This design comes from an exercise in tuning for small area and a short achievable clock period on the open sky130 flow, not from production work. No activity file was given, so power comes from the tool's default toggle rates.

==> module alu_pre, before the edit <==
module alu_pre(instruction, regA, regB, p, g, sh, sl, sr, fctl, beq);
input  [31:0] instruction, regA, regB;
output [31:0] p;           
output [31:0] g;           
output        sh;          
output        sl, sr;      
output [3:0]  fctl;        
output        beq;         
function [4:0] neg5(input [4:0] x);   
    neg5 = {x[4] ^ (|x[3:0]), x[3] ^ (|x[2:0]), x[2] ^ (|x[1:0]),
            x[1] ^ x[0], x[0]};
endfunction
wire [5:0] op = instruction[31:26];
wire [5:0] fn = instruction[5:0];
wire       rsz = (instruction[25:21] == 5'b0);
wire r = (op == 6'b000000);
wire r_add  = r & (fn == 6'b100000);
wire r_addu = r & (fn == 6'b100001);
wire r_sub  = r & (fn == 6'b100010);
wire r_subu = r & (fn == 6'b100011);
wire r_and  = r & (fn == 6'b100100);
wire r_or   = r & (fn == 6'b100101);
wire r_xor  = r & (fn == 6'b100110);
wire r_nor  = r & (fn == 6'b100111);
wire r_slt  = r & (fn == 6'b101010);
wire r_sltu = r & (fn == 6'b101011);
wire r_sll  = r & (fn == 6'b000000);
wire r_srl  = r & (fn == 6'b000010 || fn == 6'b000011);
wire r_sllv = r & (fn == 6'b000100);
wire r_srlv = r & (fn == 6'b000110 || fn == 6'b000111);
wire i_addi  = (op == 6'b001000);
wire i_addiu = (op == 6'b001001);
wire i_andi  = (op == 6'b001100);
wire i_ori   = (op == 6'b001101);
wire i_xori  = (op == 6'b001110);
wire i_beq   = (op == 6'b000100) | (op == 6'b000101);
wire i_slti  = (op == 6'b001010);
wire i_sltiu = (op == 6'b001011);
wire i_mem   = (op == 6'b100011) | (op == 6'b101011);
wire sub   = r_sub | r_subu | r_slt | r_sltu | i_beq | i_slti | i_sltiu;
wire add   = r_add | r_addu | i_addi | i_addiu | i_mem;
wire simm  = i_addi | i_slti | i_mem;
wire l_and = r_and | i_andi;
wire l_or  = r_or | i_ori;
wire l_xor = r_xor | i_xori;
wire shl   = r_sll | r_sllv;
wire shr   = r_srl | r_srlv;
wire shc   = r_sll | r_srl;
wire [31:0] imm = {{16{simm & instruction[15]}}, instruction[15:0]};
wire        rr = r | i_beq;                     
wire [31:0] u = (rr | rsz) ? regA : regB;
wire [31:0] v = rr ? regB : imm;
wire       big   = rsz ? (|regA[31:5]) : (|regB[31:5]);
wire       shz   = (r_sllv | r_srlv) & big;       
wire [3:0] fp = ({4{add}}   & 4'b0110) | ({4{sub}}   & 4'b1001)
              | ({4{l_and}} & 4'b1000) | ({4{l_or}}  & 4'b1110)
              | ({4{l_xor}} & 4'b0110) | ({4{r_nor}} & 4'b0001)
              | ({4{shl | shr}} & 4'b1010);
wire [3:0] fg = ({4{add}} & 4'b1000) | ({4{sub}} & 4'b0100);
wire [3:0] fp0 = sub ? 4'b0110 : fp;
wire [3:0] fg0 = sub ? 4'b1101 : fg;
wire       sw = rr & ~rsz;
wire [3:0] tp = sw ? {fp[3], fp[1], fp[2], fp[0]} : fp;
wire [3:0] tg = sw ? {fg[3], fg[1], fg[2], fg[0]} : fg;
wire [3:0] tp0 = sw ? {fp0[3], fp0[1], fp0[2], fp0[0]} : fp0;
wire [3:0] tg0 = sw ? {fg0[3], fg0[1], fg0[2], fg0[0]} : fg0;
wire [4:0] sh_c = shl ? instruction[10:6] : neg5(instruction[10:6]);
wire [4:0] sh_a = shc ? sh_c : shl ? regA[4:0] : neg5(regA[4:0]);
wire [4:0] sh_b = shc ? sh_c : shl ? regB[4:0] : neg5(regB[4:0]);
wire [4:0] ra   = rsz ? sh_a : sh_b;
genvar i;
generate for (i = 0; i < 32; i = i + 1) begin : bt
    if (i == 0) begin : z
        assign p[i] = tp0[{u[i], v[i]}];
        assign g[i] = tg0[{u[i], v[i]}];
    end else if (i >= 27) begin : a
        assign p[i] = tp[{u[i], v[i]}];
        assign g[i] = (shl | shr) ? ra[i-27] : tg[{u[i], v[i]}];
    end else begin : n
        assign p[i] = tp[{u[i], v[i]}];
        assign g[i] = tg[{u[i], v[i]}];
    end
end endgenerate
assign sh = shl | shr;
wire       sz = (ra == 5'd0);
assign sl = (shl | (shr & sz)) & ~shz;
assign sr = shr & ~sz & ~shz;
wire ab31 = regA[31] ^ regB[31];
assign fctl = {(r_add & ~ab31) | (r_sub & ab31) | i_addi,
               i_addi ? instruction[15] : (rsz ? regA[31] : regB[31]),
               r_slt | i_slti, r_sltu | i_sltiu};
assign beq = i_beq;
endmodule
clock: 6.0 ns
lec_check: 0
abc_area: 1
cap_margin: 20
core_margin: 2
core_utilization: 40
setup_slack_margin: 3.3
slew_margin: 20
tns_end_percent: 5
standard.sh (not shown) runs the stock make flow with config.mk's settings and CLKGATE_MAP_FILE= SYNTH_SCRIPT=/design/flow/synth_recipe.tcl, a recipe that flattens the netlist after the stock synthesis.
==> flow/flow/run.sh <==
#!/bin/bash
# Standard ORFS layout, with plain buffers on the ports instead of the
# delay-cell buffers buffer_ports picks by default, and timing repair free
# to change a cell's footprint.
set -euo pipefail
bash standard.sh 'BUFFER_PORTS_ARGS=-buffer_cell sky130_fd_sc_hd__buf_1' MATCH_CELL_FOOTPRINT=0 finish > standard.log 2>&1
The baseline produced a clean layout.
Edit:
--- a/flow/design.v
+++ b/flow/design.v
@@ -53,16 +53,27 @@
 wire       big   = rsz ? (|regA[31:5]) : (|regB[31:5]);
 wire       shz   = (r_sllv | r_srlv) & big;       
-wire [3:0] fp = ({4{add}}   & 4'b0110) | ({4{sub}}   & 4'b1001)
-              | ({4{l_and}} & 4'b1000) | ({4{l_or}}  & 4'b1110)
-              | ({4{l_xor}} & 4'b0110) | ({4{r_nor}} & 4'b0001)
-              | ({4{shl | shr}} & 4'b1010);
-wire [3:0] fg = ({4{add}} & 4'b1000) | ({4{sub}} & 4'b0100);
-wire [3:0] fp0 = sub ? 4'b0110 : fp;
-wire [3:0] fg0 = sub ? 4'b1101 : fg;
-wire       sw = rr & ~rsz;
-wire [3:0] tp = sw ? {fp[3], fp[1], fp[2], fp[0]} : fp;
-wire [3:0] tg = sw ? {fg[3], fg[1], fg[2], fg[0]} : fg;
-wire [3:0] tp0 = sw ? {fp0[3], fp0[1], fp0[2], fp0[0]} : fp0;
-wire [3:0] tg0 = sw ? {fg0[3], fg0[1], fg0[2], fg0[0]} : fg0;
+wire c_addR = (fn[5:1] == 5'b10000);
+wire c_subR = fn[5] & ~fn[4] & ~fn[2] & fn[1];
+wire c_shR  = (fn[5:3] == 3'b000) & (fn[1] | ~fn[0]);
+wire c_addI = (op == 6'b001000) | (op == 6'b001001) | i_mem;
+wire c_subI = (op[5:2] == 4'b0001 & ~op[1]) | (op[5:1] == 5'b00101);
+wire c_add  = r ? c_addR : c_addI;
+wire c_sub  = r ? c_subR : c_subI;
+wire c_ox   = r ? (fn == 6'b100101 | fn == 6'b100110)            
+                : (op == 6'b001101 | op == 6'b001110);
+wire c_ao   = r ? (fn[5:1] == 5'b10010) : (op[5:1] == 5'b00110);   
+wire c_sh   = r & c_shR;
+wire c_nor  = r & (fn == 6'b100111);
+wire c_swsub = c_sub & rr & ~rsz;            
+wire [3:0] tp  = {c_sub | c_ao | c_sh,
+                  c_add | c_ox | (c_sh & ~rsz),
+                  c_add | c_ox | (c_sh & rsz),
+                  c_sub | c_nor};
+wire [3:0] tg  = {c_add, c_sub & ~c_swsub, c_swsub, 1'b0};
+wire [3:0] tp0 = {c_ao | c_sh,
+                  c_sub | c_add | c_ox | (c_sh & ~rsz),
+                  c_sub | c_add | c_ox | (c_sh & rsz),
+                  c_nor};
+wire [3:0] tg0 = {c_add | c_sub, c_sub & ~c_swsub, c_swsub, c_sub};
 wire [4:0] sh_c = shl ? instruction[10:6] : neg5(instruction[10:6]);
 wire [4:0] sh_a = shc ? sh_c : shl ? regA[4:0] : neg5(regA[4:0]);
Effect: The changed run went through all stages and came out clean. Utilization is lower by 1.3 points. Sequential share of layout area is higher by 0.65 points. Fmax stays flat. Wire length is lower by 6.1%. Sequential power stays flat. Cell area is lower by 3.4%. Cell count is lower by 2.8%.
No run of this note included a check of the RTL's function; only the layout flow was run.

== cedar ==
alu_top, a different RTL version from the one above (not shown whole).
Size in the first run: ~110 flip-flops, roughly 10000 um2 of cells after synthesis.
==> module alu_pre, before the edit <==
module alu_pre(instruction, regA, regB, p, g, sh, sl, sr, fctl, beq);
input  [31:0] instruction, regA, regB;
output [31:0] p;           
output [31:0] g;           
output        sh;          
output        sl, sr;      
output [3:0]  fctl;        
output        beq;         
function [4:0] neg5(input [4:0] x);   
    neg5 = {x[4] ^ (|x[3:0]), x[3] ^ (|x[2:0]), x[2] ^ (|x[1:0]),
            x[1] ^ x[0], x[0]};
endfunction
wire [5:0] op = instruction[31:26];
wire [5:0] fn = instruction[5:0];
wire       rsz = (instruction[25:21] == 5'b0);
wire r = (op == 6'b000000);
wire r_add  = r & (fn == 6'b100000);
wire r_addu = r & (fn == 6'b100001);
wire r_sub  = r & (fn == 6'b100010);
wire r_subu = r & (fn == 6'b100011);
wire r_and  = r & (fn == 6'b100100);
wire r_or   = r & (fn == 6'b100101);
wire r_xor  = r & (fn == 6'b100110);
wire r_nor  = r & (fn == 6'b100111);
wire r_slt  = r & (fn == 6'b101010);
wire r_sltu = r & (fn == 6'b101011);
wire r_sll  = r & (fn == 6'b000000);
wire r_srl  = r & (fn == 6'b000010 || fn == 6'b000011);
wire r_sllv = r & (fn == 6'b000100);
wire r_srlv = r & (fn == 6'b000110 || fn == 6'b000111);
wire i_addi  = (op == 6'b001000);
wire i_addiu = (op == 6'b001001);
wire i_andi  = (op == 6'b001100);
wire i_ori   = (op == 6'b001101);
wire i_xori  = (op == 6'b001110);
wire i_beq   = (op == 6'b000100) | (op == 6'b000101);
wire i_slti  = (op == 6'b001010);
wire i_sltiu = (op == 6'b001011);
wire i_mem   = (op == 6'b100011) | (op == 6'b101011);
wire sub   = r_sub | r_subu | r_slt | r_sltu | i_beq | i_slti | i_sltiu;
wire add   = r_add | r_addu | i_addi | i_addiu | i_mem;
wire simm  = i_addi | i_slti | i_mem;
wire l_and = r_and | i_andi;
wire l_or  = r_or | i_ori;
wire l_xor = r_xor | i_xori;
wire shl   = r_sll | r_sllv;
wire shr   = r_srl | r_srlv;
wire shc   = r_sll | r_srl;
wire [31:0] imm = {{16{simm & instruction[15]}}, instruction[15:0]};
wire        rr = r | i_beq;                     
wire [31:0] u = (rr | rsz) ? regA : regB;
wire [31:0] v = rr ? regB : imm;
wire [4:0] rs_lo = rsz ? regA[4:0] : regB[4:0];
wire       big   = rsz ? (|regA[31:5]) : (|regB[31:5]);
wire [4:0] sa    = shc ? instruction[10:6] : rs_lo;
wire       shz   = (r_sllv | r_srlv) & big;       
wire [3:0] fp = ({4{add}}   & 4'b0110) | ({4{sub}}   & 4'b1001)
              | ({4{l_and}} & 4'b1000) | ({4{l_or}}  & 4'b1110)
              | ({4{l_xor}} & 4'b0110) | ({4{r_nor}} & 4'b0001)
              | ({4{shl | shr}} & 4'b1010);
wire [3:0] fg = ({4{add}} & 4'b1000) | ({4{sub}} & 4'b0100);
wire [3:0] fp0 = sub ? 4'b0110 : fp;
wire [3:0] fg0 = sub ? 4'b1101 : fg;
wire       sw = rr & ~rsz;
wire [3:0] tp = sw ? {fp[3], fp[1], fp[2], fp[0]} : fp;
wire [3:0] tg = sw ? {fg[3], fg[1], fg[2], fg[0]} : fg;
wire [3:0] tp0 = sw ? {fp0[3], fp0[1], fp0[2], fp0[0]} : fp0;
wire [3:0] tg0 = sw ? {fg0[3], fg0[1], fg0[2], fg0[0]} : fg0;
wire [4:0] nsa = shc ? neg5(instruction[10:6])
               : rsz ? neg5(regA[4:0]) : neg5(regB[4:0]);
wire [4:0] ra  = shl ? sa : nsa;
genvar i;
generate for (i = 0; i < 32; i = i + 1) begin : bt
    if (i == 0) begin : z
        assign p[i] = tp0[{u[i], v[i]}];
        assign g[i] = tg0[{u[i], v[i]}];
    end else if (i >= 27) begin : a
        assign p[i] = tp[{u[i], v[i]}];
        assign g[i] = (shl | shr) ? ra[i-27] : tg[{u[i], v[i]}];
    end else begin : n
        assign p[i] = tp[{u[i], v[i]}];
        assign g[i] = tg[{u[i], v[i]}];
    end
end endgenerate
assign sh = shl | shr;
assign sl = shl & ~shz;
assign sr = shr & ~shz;
assign fctl = {((r_add | r_sub) & ~p[31]) | i_addi,
               i_addi ? instruction[15] : (rsz ? regA[31] : regB[31]),
               r_slt | i_slti, r_sltu | i_sltiu};
assign beq = i_beq;
endmodule
==> flow/config.mk <==
export PLATFORM = sky130hd
export DESIGN_NAME = alu_top
export DESIGN_NICKNAME = alu_top
export VERILOG_FILES = /design/flow/design.v
export SDC_FILE = /design/flow/constraint.sdc
export NUM_CORES = 4
export LEC_CHECK = 0
export CAP_MARGIN = 20
export CORE_MARGIN = 2
export CORE_UTILIZATION = 40
export SETUP_SLACK_MARGIN = 3.0
export SLEW_MARGIN = 20
==> flow/constraint.sdc <==
create_clock -name core_clock -period 6.0 [get_ports {clk}]
set_input_delay 1.2000 -clock core_clock [delete_from_list [all_inputs] [get_ports {clk}]]
set_output_delay 1.2000 -clock core_clock [all_outputs]
set_load 0.01 [all_outputs]
==> flow/flow/run.sh <==
#!/bin/bash
# Standard ORFS layout, with plain buffers on the ports instead of the
# delay-cell buffers buffer_ports picks by default.
set -euo pipefail
bash standard.sh 'BUFFER_PORTS_ARGS=-buffer_cell sky130_fd_sc_hd__buf_2' finish > standard.log 2>&1
Changes in zinc relative to cedar:
--- a/flow/design.v
+++ b/flow/design.v
@@ -48,13 +48,11 @@
 wire shc   = r_sll | r_srl;
 wire [31:0] imm = {{16{simm & instruction[15]}}, instruction[15:0]};
 wire        rr = r | i_beq;                     
 wire [31:0] u = (rr | rsz) ? regA : regB;
 wire [31:0] v = rr ? regB : imm;
-wire [4:0] rs_lo = rsz ? regA[4:0] : regB[4:0];
 wire       big   = rsz ? (|regA[31:5]) : (|regB[31:5]);
-wire [4:0] sa    = shc ? instruction[10:6] : rs_lo;
 wire       shz   = (r_sllv | r_srlv) & big;       
 wire [3:0] fp = ({4{add}}   & 4'b0110) | ({4{sub}}   & 4'b1001)
               | ({4{l_and}} & 4'b1000) | ({4{l_or}}  & 4'b1110)
               | ({4{l_xor}} & 4'b0110) | ({4{r_nor}} & 4'b0001)
               | ({4{shl | shr}} & 4'b1010);
@@ -64,13 +62,14 @@
 wire       sw = rr & ~rsz;
 wire [3:0] tp = sw ? {fp[3], fp[1], fp[2], fp[0]} : fp;
 wire [3:0] tg = sw ? {fg[3], fg[1], fg[2], fg[0]} : fg;
 wire [3:0] tp0 = sw ? {fp0[3], fp0[1], fp0[2], fp0[0]} : fp0;
 wire [3:0] tg0 = sw ? {fg0[3], fg0[1], fg0[2], fg0[0]} : fg0;
-wire [4:0] nsa = shc ? neg5(instruction[10:6])
-               : rsz ? neg5(regA[4:0]) : neg5(regB[4:0]);
-wire [4:0] ra  = shl ? sa : nsa;
+wire [4:0] sh_c = shl ? instruction[10:6] : neg5(instruction[10:6]);
+wire [4:0] sh_a = shc ? sh_c : shl ? regA[4:0] : neg5(regA[4:0]);
+wire [4:0] sh_b = shc ? sh_c : shl ? regB[4:0] : neg5(regB[4:0]);
+wire [4:0] ra   = rsz ? sh_a : sh_b;
 genvar i;
 generate for (i = 0; i < 32; i = i + 1) begin : bt
     if (i == 0) begin : z
         assign p[i] = tp0[{u[i], v[i]}];
         assign g[i] = tg0[{u[i], v[i]}];
@@ -83,11 +82,12 @@
     end
 end endgenerate
 assign sh = shl | shr;
 assign sl = shl & ~shz;
 assign sr = shr & ~shz;
-assign fctl = {((r_add | r_sub) & ~p[31]) | i_addi,
+wire ab31 = regA[31] ^ regB[31];
+assign fctl = {(r_add & ~ab31) | (r_sub & ab31) | i_addi,
                i_addi ? instruction[15] : (rsz ? regA[31] : regB[31]),
                r_slt | i_slti, r_sltu | i_sltiu};
 assign beq = i_beq;
 endmodule
 module alu(p, g, sh, sl, sr, fctl, beq, result, flags);
Results
Share of total power in the clock network (higher): cedar. Per the comparison of zinc with cedar, part of the Yosys area used for sequential elements ~0 delta, fraction of standard cell area that is sequential dropped 0.16 points, final total power now smaller, final cell count now smaller. | critical path data arrival time | cedar vs zinc | ≈ equal |. zinc ended up with p_q[2]$_DFF_P_ as its endpoint of the worst setup timing path; cedar ended up with g_q[28]$_DFF_P_. Looking at most common cell after layout, fill and taps aside, the mux2i_1 result is from zinc; the buf_2 one comes from cedar. Diff cedar -> zinc: die span in x roughly the same, number of non-clock inverters in the layout dropped about 25%, wire length now smaller, via count lower, fraction of synthesized area in multiplexers increased 4.1 points. Cell at the slowest stage of the critical path: nor4_4 -> zinc, or4_4 -> cedar. In zinc the sequential power turned out about 4.5% lower than in cedar.
No run of this note included a check of the RTL's function; only the layout flow was run.

## re-timing with driven ports
How much do the figures lean on ideal ports? The routed layouts below were timed once more, with nothing changed but the port constraints. Step 1: set_driving_cell puts a clkbuf_16 on clk and a buf_2 on each other input, an assumption about the parent block. Step 2 adds t to the input delays and takes it off the output delays; t is the mean of the earliest and latest rising clock arrival at the registers after step 1. Input paths then give back, and output paths get back, about the clock's delay inside the block. Slacks: ideal / step 1 / step 2; pairs: ideal / step 1.
| run | shift t [ns] | setup WS [ns] | worst hold slack (ns) | latest minus earliest clock arrival (ns) | cell pins on the clock port's net |
|---|---|---|---|---|---|
| the first run of note 1 | 0.414 | 3.275 / 3.293 / 2.879 | 0.416 / 0.416 / 0.416 | 0.020 / 0.020 | 1 |
| the second run of note 1 | 0.414 | 3.270 / 3.294 / 2.880 | 0.421 / 0.421 / 0.421 | 0.018 / 0.018 | 1 |
| cedar | 0.401 | 2.923 / 2.944 / 2.543 | 0.441 / 0.441 / 0.441 | 0.012 / 0.013 | 1 |
| zinc | 0.400 | 2.931 / 2.928 / 2.527 | 0.441 / 0.441 / 0.441 | 0.013 / 0.013 | 1 |
After both steps every run listed still meets setup and hold. The setup slack of zinc, which loses most, moves by -0.003 ns with the drivers and by -0.404 ns with both steps.
